Background: an optimization exercise with open tools, aiming at small area and a short achievable clock period. Do not read the settings as production practice.
The RTL was checked by simulation tests, not by an equivalence proof against the original design.
No activity file was given, so power comes from the tool's default toggle rates.

==> 03-25 <==
// top_systolic_array
module top_systolic_array #(
  parameter int unsigned DATA_WIDTH = 16,
  parameter int unsigned RESET_VAL  = 0,
  parameter int unsigned M_ROWS     = 4,
  parameter int unsigned N_COLS     = 4,
  parameter int unsigned TOTAL_ELEM = M_ROWS * N_COLS
)(
  input  logic clk_i,
  input  logic rst_ni,
  input  logic [M_ROWS*DATA_WIDTH-1:0] array_a_i,
  input  logic [N_COLS*DATA_WIDTH-1:0] array_b_i,
  input  logic feed_a_valid_i,
  input  logic feed_b_valid_i,
  input  logic a_clr_i,
  input  logic b_clr_i,
  input  logic acc_clr_i,
  input  logic start_stream_i,
  input  logic stream_clr_i,
  output logic stream_valid_o,
  output logic [DATA_WIDTH-1:0] stream_data_o
);
  logic [TOTAL_ELEM-1:0][DATA_WIDTH-1:0] bus_x, bus_y;
  mac_array #(
    .DATA_WIDTH      ( DATA_WIDTH     ),
    .M_ROWS          ( M_ROWS         ),
    .N_COLS          ( N_COLS         )
  ) i_mac_array (
    .clk_i           ( clk_i          ),
    .rst_ni          ( rst_ni         ),
    .array_a_i       ( array_a_i      ),
    .array_b_i       ( array_b_i      ),
    .feed_a_valid_i  ( feed_a_valid_i ),
    .feed_b_valid_i  ( feed_b_valid_i ),
    .a_clr_i         ( a_clr_i        ),
    .b_clr_i         ( b_clr_i        ),
    .acc_clr_i       ( acc_clr_i      ),
    .acc_x_o         ( bus_x          ),
    .acc_y_o         ( bus_y          )
  );
  stream_out #(
    .DATA_WIDTH      ( DATA_WIDTH     ),
    .TOTAL_ELEM      ( TOTAL_ELEM     )
  ) i_stream_out (
    .clk_i           ( clk_i          ),
    .rst_ni          ( rst_ni         ),
    .bus_x_i         ( bus_x          ),
    .bus_y_i         ( bus_y          ),
    .start_stream_i  ( start_stream_i ),
    .stream_clr_i    ( stream_clr_i   ),
    .stream_data_o   ( stream_data_o  ),
    .stream_valid_o  ( stream_valid_o )
  );
endmodule
clock: 8.0 ns
lec_check: 0
abc_clock_period_in_ps: 3000
cap_margin: 20
core_margin: 2
core_utilization: 50
setup_slack_margin: 4.0
slew_margin: 20
standard.sh (not shown) runs the stock make flow with config.mk's settings and CLKGATE_MAP_FILE= SYNTH_SCRIPT=/design/flow/synth_recipe.tcl, a recipe that flattens the netlist after the stock synthesis.
==> flow/flow/run.sh <==
#!/bin/bash
# Layout flow: the standard ORFS flow with two changes.
#  1. After the standard synthesis, flow/polarity.py re-phases the full-adder
#     cells (a full adder is self-dual) so fewer inverters are needed between
#     them. Registers and every other cell are kept as synthesised.
#  2. Ports are buffered with a plain buffer (buf_4) instead of the delay
#     cell buffer_ports picks by default.
# Each tool's output goes to a log file of its own in this folder.
set -euo pipefail
R=orfs/results/sky130hd/top_systolic_array/base
EXTRA=("BUFFER_PORTS_ARGS=-buffer_cell sky130_fd_sc_hd__buf_4")
if [[ -f flow/extra.txt ]]; then
  while read -r l; do [[ -n "$l" ]] && EXTRA+=("$l"); done < flow/extra.txt
fi
export BUFFER_PORTS_ARGS="-buffer_cell sky130_fd_sc_hd__buf_4"
bash standard.sh "${EXTRA[@]}" synth > make_synth.log 2>&1
cp $R/1_2_yosys.v 1_2_yosys.standard.v
python3 flow/polarity.py 1_2_yosys.standard.v $R/1_2_yosys.v > polarity.log 2>&1
touch $R/1_2_yosys.v
bash standard.sh "${EXTRA[@]}" finish > make_finish.log 2>&1
==> flow/flow/polarity.py <==
#!/usr/bin/env python3
"""Re-phase full adders in a mapped sky130 netlist to remove inverters.

A full adder is self-dual: FA(~a,~b,~c) = (~sum, ~cout). Flipping the phase of
an adder cell inverts what it needs on its inputs and what it drives on its
outputs, without changing the cell. This script picks a phase per sky130 fa_*
cell (greedy local search) to minimise the number of inverters needed, then
rebuilds the inverter trees it touched. Registers and all other cells are left
as they are. Usage: polarity.py IN.v OUT.v
"""
import re, sys, random

OUTS = {'X', 'Y', 'Q', 'Q_N', 'SUM', 'COUT', 'HI', 'LO'}
src = open(sys.argv[1]).read()

inst_re = re.compile(r'^(\s*)(sky130_fd_sc_hd__\w+)\s+(\S+)\s*\((.*?)\n\s*\);\n', re.S | re.M)
pin_re = re.compile(r'\.(\w+)\((.*?)\)\s*(?:,|$)', re.M)

cells = []
for m in inst_re.finditer(src):
    typ, name, body = m.group(2), m.group(3), m.group(4)
    pins = [(p, n.strip()) for p, n in pin_re.findall(body)]
    cells.append(dict(typ=typ, name=name, pins=pins, span=m.span(), indent=m.group(1)))

# module ports
hdr = src[:src.index(');')]
ports = set()
for m in re.finditer(r'^\s*(input|output|inout)\s+(?:wire\s+)?(\[[^\]]*\]\s*)?(\S+?)\s*;', src, re.M):
    ports.add(m.group(3))
def base(n):
    n = n.strip()
    if n.startswith('\\'):
        b = n.split(' ')[0]
    else:
        b = n
    return re.sub(r'\[\d+\]$', '', b) if not n.startswith('\\') else b.rstrip()

def is_port(n):
    b = n.strip()
    if b.startswith('\\'):
        return b.split(' ')[0] in ports or b in ports
    return re.sub(r'\s*\[\d+\]$', '', b) in ports

driver = {}
loads = {}
for ci, c in enumerate(cells):
    for p, n in c['pins']:
        if not n or n.startswith("1'") or n.startswith('{'):
            continue
        if p in OUTS:
            driver[n] = (ci, p)
        else:
            loads.setdefault(n, []).append((ci, p))

def is_inv(ci):
    return re.match(r'sky130_fd_sc_hd__(clk)?inv_\d+$', cells[ci]['typ']) is not None
def is_fa(ci):
    return re.match(r'sky130_fd_sc_hd__fa_\d+$', cells[ci]['typ']) is not None

# roots: nets not driven by an inverter
def pinnet(ci, p):
    for q, n in cells[ci]['pins']:
        if q == p:
            return n
roots = {}
for n in set(list(driver) + list(loads)):
    d = driver.get(n)
    if d is not None and is_inv(d[0]):
        continue
    # walk the inverter tree
    cons = []  # (ci, pin, polarity)
    invs = []
    nets = [n]
    stack = [(n, 0)]
    bad = is_port(n)
    while stack:
        m, q = stack.pop()
        for ci, p in loads.get(m, []):
            if is_inv(ci):
                invs.append(ci)
                y = pinnet(ci, 'Y')
                nets.append(y)
                if is_port(y):
                    bad = True
                stack.append((y, q ^ 1))
            else:
                cons.append((ci, p, q))
    roots[n] = dict(cons=cons, invs=invs, nets=nets, bad=bad,
                    src=d[0] if d is not None else None)

fas = [ci for ci in range(len(cells)) if is_fa(ci)]
x = {ci: 0 for ci in fas}
fixed = set()
for r, R in roots.items():
    if R['bad'] or R['src'] is None:
        for ci, p, q in R['cons']:
            if ci in x:
                fixed.add(ci)
        if R['src'] in x:
            fixed.add(R['src'])

def need(R, ci, q):
    xs = x.get(R['src'], 0) if R['src'] is not None else 0
    return q ^ xs ^ x.get(ci, 0)

def cost(R):
    if not R['cons']:
        return 0
    return 1 if any(need(R, ci, q) for ci, p, q in R['cons']) else 0

fa_roots = {ci: set() for ci in fas}
for r, R in roots.items():
    if R['src'] in x:
        fa_roots[R['src']].add(r)
    for ci, p, q in R['cons']:
        if ci in x:
            fa_roots[ci].add(r)

total0 = sum(cost(R) for R in roots.values())
orig_inv = sum(len(R['invs']) for R in roots.values())
random.seed(1)
import math
order = [f for f in fas if f not in fixed]
cur = total0
best = cur
bestx = dict(x)
T = 2.0
steps = 400 * max(1, len(order))
for step in range(steps):
    f = order[random.randrange(len(order))]
    rs = fa_roots[f]
    before = sum(cost(roots[r]) for r in rs)
    x[f] ^= 1
    after = sum(cost(roots[r]) for r in rs)
    d = after - before
    if d <= 0 or random.random() < math.exp(-d / T):
        cur += d
        if cur < best:
            best = cur
            bestx = dict(x)
    else:
        x[f] ^= 1
    T = max(0.02, 2.0 * (1 - step / steps))
x = bestx
total1 = sum(cost(R) for R in roots.values())
sys.stderr.write(f"fa={len(fas)} fixed={len(fixed)} flipped={sum(x.values())} "
                 f"inverters: original {orig_inv}, needed before {total0}, after {total1}\n")

# rebuild: for every root touching an FA, drop its inverters and reconnect.
edits = {}      # ci -> {pin: newnet}
remove = set()
newcells = []
newwires = []
k = 0
for r, R in roots.items():
    touches = (R['src'] in x) or any(ci in x for ci, p, q in R['cons'])
    if not touches or R['bad'] or not R['cons']:
        continue
    inv_net = None
    for ci in R['invs']:
        remove.add(ci)
    for ci, p, q in R['cons']:
        if need(R, ci, q):
            if inv_net is None:
                k += 1
                inv_net = f"_pol_net_{k}_"
                newwires.append(inv_net)
                newcells.append((f"_pol_inv_{k}_", r, inv_net))
            edits.setdefault(ci, {})[p] = inv_net
        else:
            edits.setdefault(ci, {})[p] = r

def esc(n):
    return n + ' ' if n.startswith('\\') else n

out = []
pos = 0
for ci, c in enumerate(cells):
    s, e = c['span']
    out.append(src[pos:s])
    pos = e
    if ci in remove:
        continue
    pins = c['pins']
    ed = edits.get(ci, {})
    body = ",\n".join(f"{c['indent']}  .{p}({esc(ed.get(p, n))})" for p, n in pins)
    out.append(f"{c['indent']}{c['typ']} {c['name']} (\n{body}\n{c['indent']});\n")
rest = src[pos:]
i = rest.rindex('endmodule')
add = "".join(f"  wire {w};\n" for w in newwires)
add += "".join(f"  sky130_fd_sc_hd__inv_1 {n} (\n    .A({esc(a)}),\n    .Y({y})\n  );\n" for n, a, y in newcells)
out.append(rest[:i] + add + rest[i:])
open(sys.argv[2], 'w').write("".join(out))
sys.stderr.write(f"removed {len(remove)} inverters, added {len(newcells)}\n")
==> 03-19: changes against 03-25 <==
--- a/flow/flow/polarity.py
+++ b/flow/flow/polarity.py
@@ -120,27 +120,19 @@
 orig_inv = sum(len(R['invs']) for R in roots.values())
 random.seed(1)
-import math
 order = [f for f in fas if f not in fixed]
-cur = total0
-best = cur
-bestx = dict(x)
-T = 2.0
-steps = 400 * max(1, len(order))
-for step in range(steps):
-    f = order[random.randrange(len(order))]
-    rs = fa_roots[f]
-    before = sum(cost(roots[r]) for r in rs)
-    x[f] ^= 1
-    after = sum(cost(roots[r]) for r in rs)
-    d = after - before
-    if d <= 0 or random.random() < math.exp(-d / T):
-        cur += d
-        if cur < best:
-            best = cur
-            bestx = dict(x)
-    else:
+for it in range(30):
+    improved = 0
+    random.shuffle(order)
+    for f in order:
+        rs = fa_roots[f]
+        before = sum(cost(roots[r]) for r in rs)
         x[f] ^= 1
-    T = max(0.02, 2.0 * (1 - step / steps))
-x = bestx
+        after = sum(cost(roots[r]) for r in rs)
+        if after < before or (after == before and random.random() < 0.3):
+            improved += before - after
+        else:
+            x[f] ^= 1
+    if improved == 0 and it > 5:
+        break
 total1 = sum(cost(R) for R in roots.values())
 sys.stderr.write(f"fa={len(fas)} fixed={len(fixed)} flipped={sum(x.values())} "
--- a/flow/config.mk
+++ b/flow/config.mk
@@ -6,8 +6,7 @@
 export NUM_CORES = 4
 export LEC_CHECK = 0
-export ABC_CLOCK_PERIOD_IN_PS = 3000
 export CAP_MARGIN = 20
 export CORE_MARGIN = 2
 export CORE_UTILIZATION = 50
-export SETUP_SLACK_MARGIN = 4.0
+export SETUP_SLACK_MARGIN = 3.5
 export SLEW_MARGIN = 20
==> 06-20: changes against 03-25 <==
==> flow/flow/extra.txt (new file) <==
MATCH_CELL_FOOTPRINT=0
--- a/flow/config.mk
+++ b/flow/config.mk
@@ -6,5 +6,4 @@
 export NUM_CORES = 4
 export LEC_CHECK = 0
-export ABC_CLOCK_PERIOD_IN_PS = 3000
 export CAP_MARGIN = 20
 export CORE_MARGIN = 2
==> notes <==
- 03-25 completed with no timing, DRC or antenna violations. 06-20 produced a clean layout. 03-19 produced a clean layout.
- Final area is about the same in 03-25 and 06-20.
- Of 03-19 and 03-25, 03-25 has the higher worst hold slack (gap 11 ps).
- In 03-19 the sequential share of layout area is higher than in 03-25, by 0.38 points.
- Between 06-20 and 03-25, the lower clock power is in 06-20 (gap about 0.7%, measured against 03-25).
- Between 06-20 and 03-19, the lower synthesized cell count is in 06-20 (gap about 0.35%, measured against 03-19).
- Against 03-19, the register-to-register slack of 03-25 is worse by 60 ps.
==> figures <==
metric                                                        03-19           03-25           06-20
Combinational gate power                                   0.0124 W        0.0132 W        0.0132 W
Switching share of power                                      40.6%           40.8%           40.6%
Number of inserted filler cells in the final layout           15608           15334           15371
Clock buffer count from CTS                                     109             109             108
Fraction of area in non-clock buffers                         2.71%           3.50%           3.38%
Register-to-register setup slack                            3610 ps         3550 ps         3600 ps
Worst IR drop on VDD                                     0.000187 V      0.000238 V      0.000199 V
Cell Area, Synth                                          90800 µm²       90700 µm²       90700 µm²
Static Leak                                                 41.0 nW         42.8 nW         42.8 nW
Clk power                                                 0.00532 W       0.00541 W       0.00537 W
Status                                               finished clean  finished clean  finished clean
Later-pin clock latency in the skew report                   780 ps          790 ps          780 ps
Max_slew headroom                                             31.6%           25.2%           28.2%

-- what the ideal ports hide --
How much do the figures lean on ideal ports? The routed layouts below were timed once more, with nothing changed but the port constraints. Step 1 sets driving cells, clkbuf_16 on the clock port and buf_2 on the other inputs (assumed; they add their load-dependent delay and slew). Step 2 also shifts input and output timing later by t, the mid clock arrival at the registers, as if the neighbouring blocks saw the same clock. Slacks: no drivers / after step 1 / after step 2; pairs: no drivers / after step 1.
run | shift t [ns] | setup WS [ns] | worst hold slack (ns) | latest minus earliest clock arrival (ns) | worst data-port slew with drivers (ns)
03-25 | 0.853 | 3.475 / 3.520 / 2.666 | 0.454 / 0.454 / 0.454 | 0.046 / 0.045 | 0.21
03-19 | 0.849 | 3.433 / 3.482 / 2.633 | 0.443 / 0.443 / 0.443 | 0.043 / 0.042 | 0.08
06-20 | 0.847 | 3.498 / 3.535 / 2.688 | 0.494 / 0.494 / 0.494 | 0.049 / 0.049 | 0.14
After both steps every run listed still meets setup and hold. For 06-20, which loses most, drivers alone change the setup slack by +0.037 ns; drivers and shift together by -0.810 ns.
